Context: an optimization exercise on an open-source flow, tuned for small area. The choices shown serve that exercise and are no tape-out recipe.
The RTL was checked by simulation tests, not by an equivalence proof against the original design.
Power and IR drop assume default switching activity.

== build 24 ==
Design Median_Finder_9inputs_8bits, start of the top module:
module Median_Finder_9inputs_8bits(
    output wire [7:0] median_pixel,
    output wire       out_valid,
    input  wire [7:0] pixel0, pixel1, pixel2,
    input  wire [7:0] pixel3, pixel4, pixel5,
    input  wire [7:0] pixel6, pixel7, pixel8,
    input  wire       in_valid,
    input  wire       rst,
    input  wire       clk
);
For scale: roughly 740 cells after synthesis, roughly 130 flip-flops, about 84 I/O pins, roughly 5500 um2 of cells after synthesis.
clock: 2.5 ns
lec_check: 0
abc_area: 1
cap_margin: 20
core_margin: 2
core_utilization: 40
cts_buf_list: sky130_fd_sc_hd__clkbuf_8
gpl_timing_driven: 0
slew_margin: 20
standard.sh (not shown) runs the stock make flow with config.mk's settings and CLKGATE_MAP_FILE= SYNTH_SCRIPT=/design/flow/synth_recipe.tcl, a recipe that flattens the netlist after the stock synthesis.
==> flow/flow/run.sh <==
#!/bin/bash
# Own layout flow: the standard flow, with two changes:
#  - synthesis maps the logic with the ABC script in flow/abc.script (an
#    area-oriented mapping) instead of ORFS's; the rest of the standard
#    synthesis (synth_recipe.tcl) is unchanged, so registers keep their names;
#  - port buffers are plain buffers (flow/ports.txt names the cell) instead
#    of the default delay cell.
# Each tool's output goes to a log file in the folder this runs in.
set -euo pipefail
W=$PWD
F=$W/flow
sed 's|log_cmd abc {\*}\$abc_args|log_cmd abc {*}[lreplace $abc_args 1 1 '"$F"'/abc.script]|' \
    "$FLOW_HOME/scripts/synth.tcl" > "$W/own_synth_core.tcl"
grep -q "$F/abc.script" "$W/own_synth_core.tcl"
sed "s|source \$::env(SCRIPTS_DIR)/synth.tcl|source $W/own_synth_core.tcl|" \
    "$W/synth_recipe.tcl" > "$W/own_synth.tcl"
grep -q "own_synth_core.tcl" "$W/own_synth.tcl"
bash "$W/standard.sh" "SYNTH_SCRIPT=$W/own_synth.tcl" synth > "$W/own_synth.log" 2>&1
EXTRA=()
while read -r line; do
    [[ -z "$line" || "$line" == \#* ]] || EXTRA+=("$line")
done < "$F/make_vars.txt"
bash "$W/standard.sh" "${EXTRA[@]}" finish > "$W/own_layout.log" 2>&1
==> flow/flow/abc.script <==
strash
dch
map -D 2000
topo
stime -c
buffer -c
upsize -D 2000 -c
dnsize -D 2000 -c
==> flow/flow/make_vars.txt <==
# extra make variables for the layout, one per line
BUFFER_PORTS_ARGS=-buffer_cell sky130_fd_sc_hd__buf_1
CTS_ARGS=-sink_clustering_enable -repair_clock_nets -buf_list sky130_fd_sc_hd__clkbuf_4 -dont_use_dummy_load -sink_clustering_size 6
Input changes introduced in build 42 (baseline for comparison: build 24):
==> flow/flow/make_vars.txt <==
# extra make variables for the layout, one per line
BUFFER_PORTS_ARGS=-buffer_cell sky130_fd_sc_hd__buf_1
CTS_ARGS=-sink_clustering_enable -repair_clock_nets -buf_list sky130_fd_sc_hd__clkbuf_8 -dont_use_dummy_load -sink_clustering_size 20
### Flow results
- Build 42 closes out successfully: all stages finished, all timing, DRC and antenna checks passed.
- Sequential share of layout area: higher on build 24
- Diff build 24 -> build 42: number of buffers other than clock buffers in the final layout now larger, final area now larger, average routed wire per standard cell now larger, internal portion of total power now larger.
- Density: build 42 denser than build 24
- Going from build 24 to build 42, the measured slew at the worst slew-check pin was found to have gone down by 0.027 ns.
- Looking at overall global routing resource usage, build 42 sits above build 24.
Relative to build 42, the following input files were edited for build 5:
==> flow/flow/make_vars.txt <==
# extra make variables for the layout, one per line
BUFFER_PORTS_ARGS=-buffer_cell sky130_fd_sc_hd__buf_2
--- a/flow/config.mk
+++ b/flow/config.mk
@@ -11,4 +11,3 @@
 export CORE_UTILIZATION = 40
 export CTS_BUF_LIST = sky130_fd_sc_hd__clkbuf_8
-export GPL_TIMING_DRIVEN = 0
 export SLEW_MARGIN = 20
==> comparison <==
- Changes observed in build 5 relative to build 42: final worst-path setup slack rose 0.030 ns, clock period minus final worst setup slack saw a decrease.
- The run showing the greater total length of routed met3 wires is build 42.
- Max freq build 42 -> build 5: improved
- Build 42 has higher number of gates resized after cts than build 5.
Edits applied to the flow inputs when going from build 5 to build 78:
==> flow/flow/make_vars.txt <==
# extra make variables for the layout, one per line
BUFFER_PORTS_ARGS=-buffer_cell sky130_fd_sc_hd__buf_1
--- a/flow/config.mk
+++ b/flow/config.mk
@@ -10,4 +10,5 @@
 export CORE_MARGIN = 2
 export CORE_UTILIZATION = 40
-export CTS_BUF_LIST = sky130_fd_sc_hd__clkbuf_8
+export CTS_BUF_LIST = sky130_fd_sc_hd__clkbuf_4 sky130_fd_sc_hd__clkbuf_8
+export GPL_TIMING_DRIVEN = 0
 export SLEW_MARGIN = 20
Findings:
Between build 5 and build 78, the initial core utilization figures differ only marginally. Sort build 78 and build 5 by largest net degree at the start of global routing, descending, and build 5 comes first. Build 78 vs build 5 — sequential share of layout area rose 2.2 points. Relative to build 5, the wire length of the first global-routing pass measured on build 78 has increased slightly. Build 78 reports a higher sequential power share than build 5 does. On first-iteration DRC count: between build 78 and build 5, it ends up lower for build 5. Sequential power: build 78 vs build 5, no meaningful difference. On wire length: build 78 sits above build 5. For net count reported at finish, dividing the value from build 78 by the value from build 5 gives 0.949. Against build 5, total power after layout in build 78 fell slightly. The headroom to the max-slew limit in build 78 was lower than what build 5 gave.
The following lists how build 94 was set up differently from build 78:
--- a/flow/flow/run.sh
+++ b/flow/flow/run.sh
@@ -4,6 +4,7 @@
 #    area-oriented mapping) instead of ORFS's; the rest of the standard
 #    synthesis (synth_recipe.tcl) is unchanged, so registers keep their names;
-#  - port buffers are plain buffers (flow/ports.txt names the cell) instead
-#    of the default delay cell.
+#  - flow/make_vars.txt adds make variables to the layout steps (one per
+#    line), here the cell buffer_ports puts on every port: a small plain
+#    buffer instead of the default delay cell.
 # Each tool's output goes to a log file in the folder this runs in.
 set -euo pipefail
==> flow/flow/abc.script <==
strash
dch
map -D 1500
topo
stime -c
buffer -c
upsize -D 1500 -c
dnsize -D 1500 -c
--- a/flow/config.mk
+++ b/flow/config.mk
@@ -10,5 +10,5 @@
 export CORE_MARGIN = 2
 export CORE_UTILIZATION = 40
-export CTS_BUF_LIST = sky130_fd_sc_hd__clkbuf_4 sky130_fd_sc_hd__clkbuf_8
+export CTS_BUF_LIST = sky130_fd_sc_hd__clkbuf_8
 export GPL_TIMING_DRIVEN = 0
 export SLEW_MARGIN = 20
--- outcome ---
Build 94 finished every step from synthesis to the final layout, and the layout passed the timing, DRC and antenna checks. Per the comparison of build 94 with build 78, timing-limited maximum frequency fell 2.4 MHz; number of placed instances with taps included went down by about 0.9%; power share of the clock group shows an increase of 1.5 points. Build 94: number of fill cells in the layout higher than build 78.
Here is what was changed in the inputs of build 3 compared with build 94.
--- a/flow/flow/run.sh
+++ b/flow/flow/run.sh
@@ -4,7 +4,6 @@
 #    area-oriented mapping) instead of ORFS's; the rest of the standard
 #    synthesis (synth_recipe.tcl) is unchanged, so registers keep their names;
-#  - flow/make_vars.txt adds make variables to the layout steps (one per
-#    line), here the cell buffer_ports puts on every port: a small plain
-#    buffer instead of the default delay cell.
+#  - port buffers are plain buffers (flow/ports.txt names the cell) instead
+#    of the default delay cell.
 # Each tool's output goes to a log file in the folder this runs in.
 set -euo pipefail
==> flow/flow/abc.script <==
strash
dch
map -D 2000
topo
stime -c
buffer -c
upsize -D 2000 -c
dnsize -D 2000 -c
Results
Looking at critical path depth across build 94 and build 3, the one that comes out lower is build 3.
Count of placed standard cells including taps: lower on build 94
Build 94 -> build 3: final standard cell area without fillers flat
In the tables for build 94 and build 3, hold slack reads lower with build 3.
Lower area of the die was reported by build 3, not build 94.
The lower register-to-register slack of build 94 and build 3 is in build 94.
Build 3 finished end to end and its layout was clean on timing, DRC and antenna.

[afterwards: timing with drivers on the ports]
The flow's constraints put no driver on any port. The routed layouts listed below were extracted and timed again, unchanged, in two steps.
Step 1 assumes that a clkbuf_16 drives the clock port and a buf_2 every other input.
Step 2 also shifts input and output timing later by t, the mid clock arrival at the registers, as if the neighbouring blocks saw the same clock.
a / b / c = no drivers / after step 1 / after step 2; a / b = the first two.
run	shift t [ns]	setup slack, ns	clock arrival spread, ns
build 24	0.521	0.167 / 0.178 / -0.343	0.051 / 0.052
build 42	0.457	0.113 / 0.125 / -0.332	0.039 / 0.039
build 5	0.473	0.143 / 0.143 / -0.105	0.015 / 0.015
build 78	0.475	0.144 / 0.156 / -0.320	0.012 / 0.013
build 94	0.454	0.131 / 0.131 / -0.197	0.010 / 0.010
build 3	0.475	0.144 / 0.156 / -0.320	0.012 / 0.013
With both steps, setup timing fails in every run listed, where it was met with ideal ports. The setup slack of build 24, which loses most, moves by +0.011 ns with the drivers and by -0.510 ns with both steps.
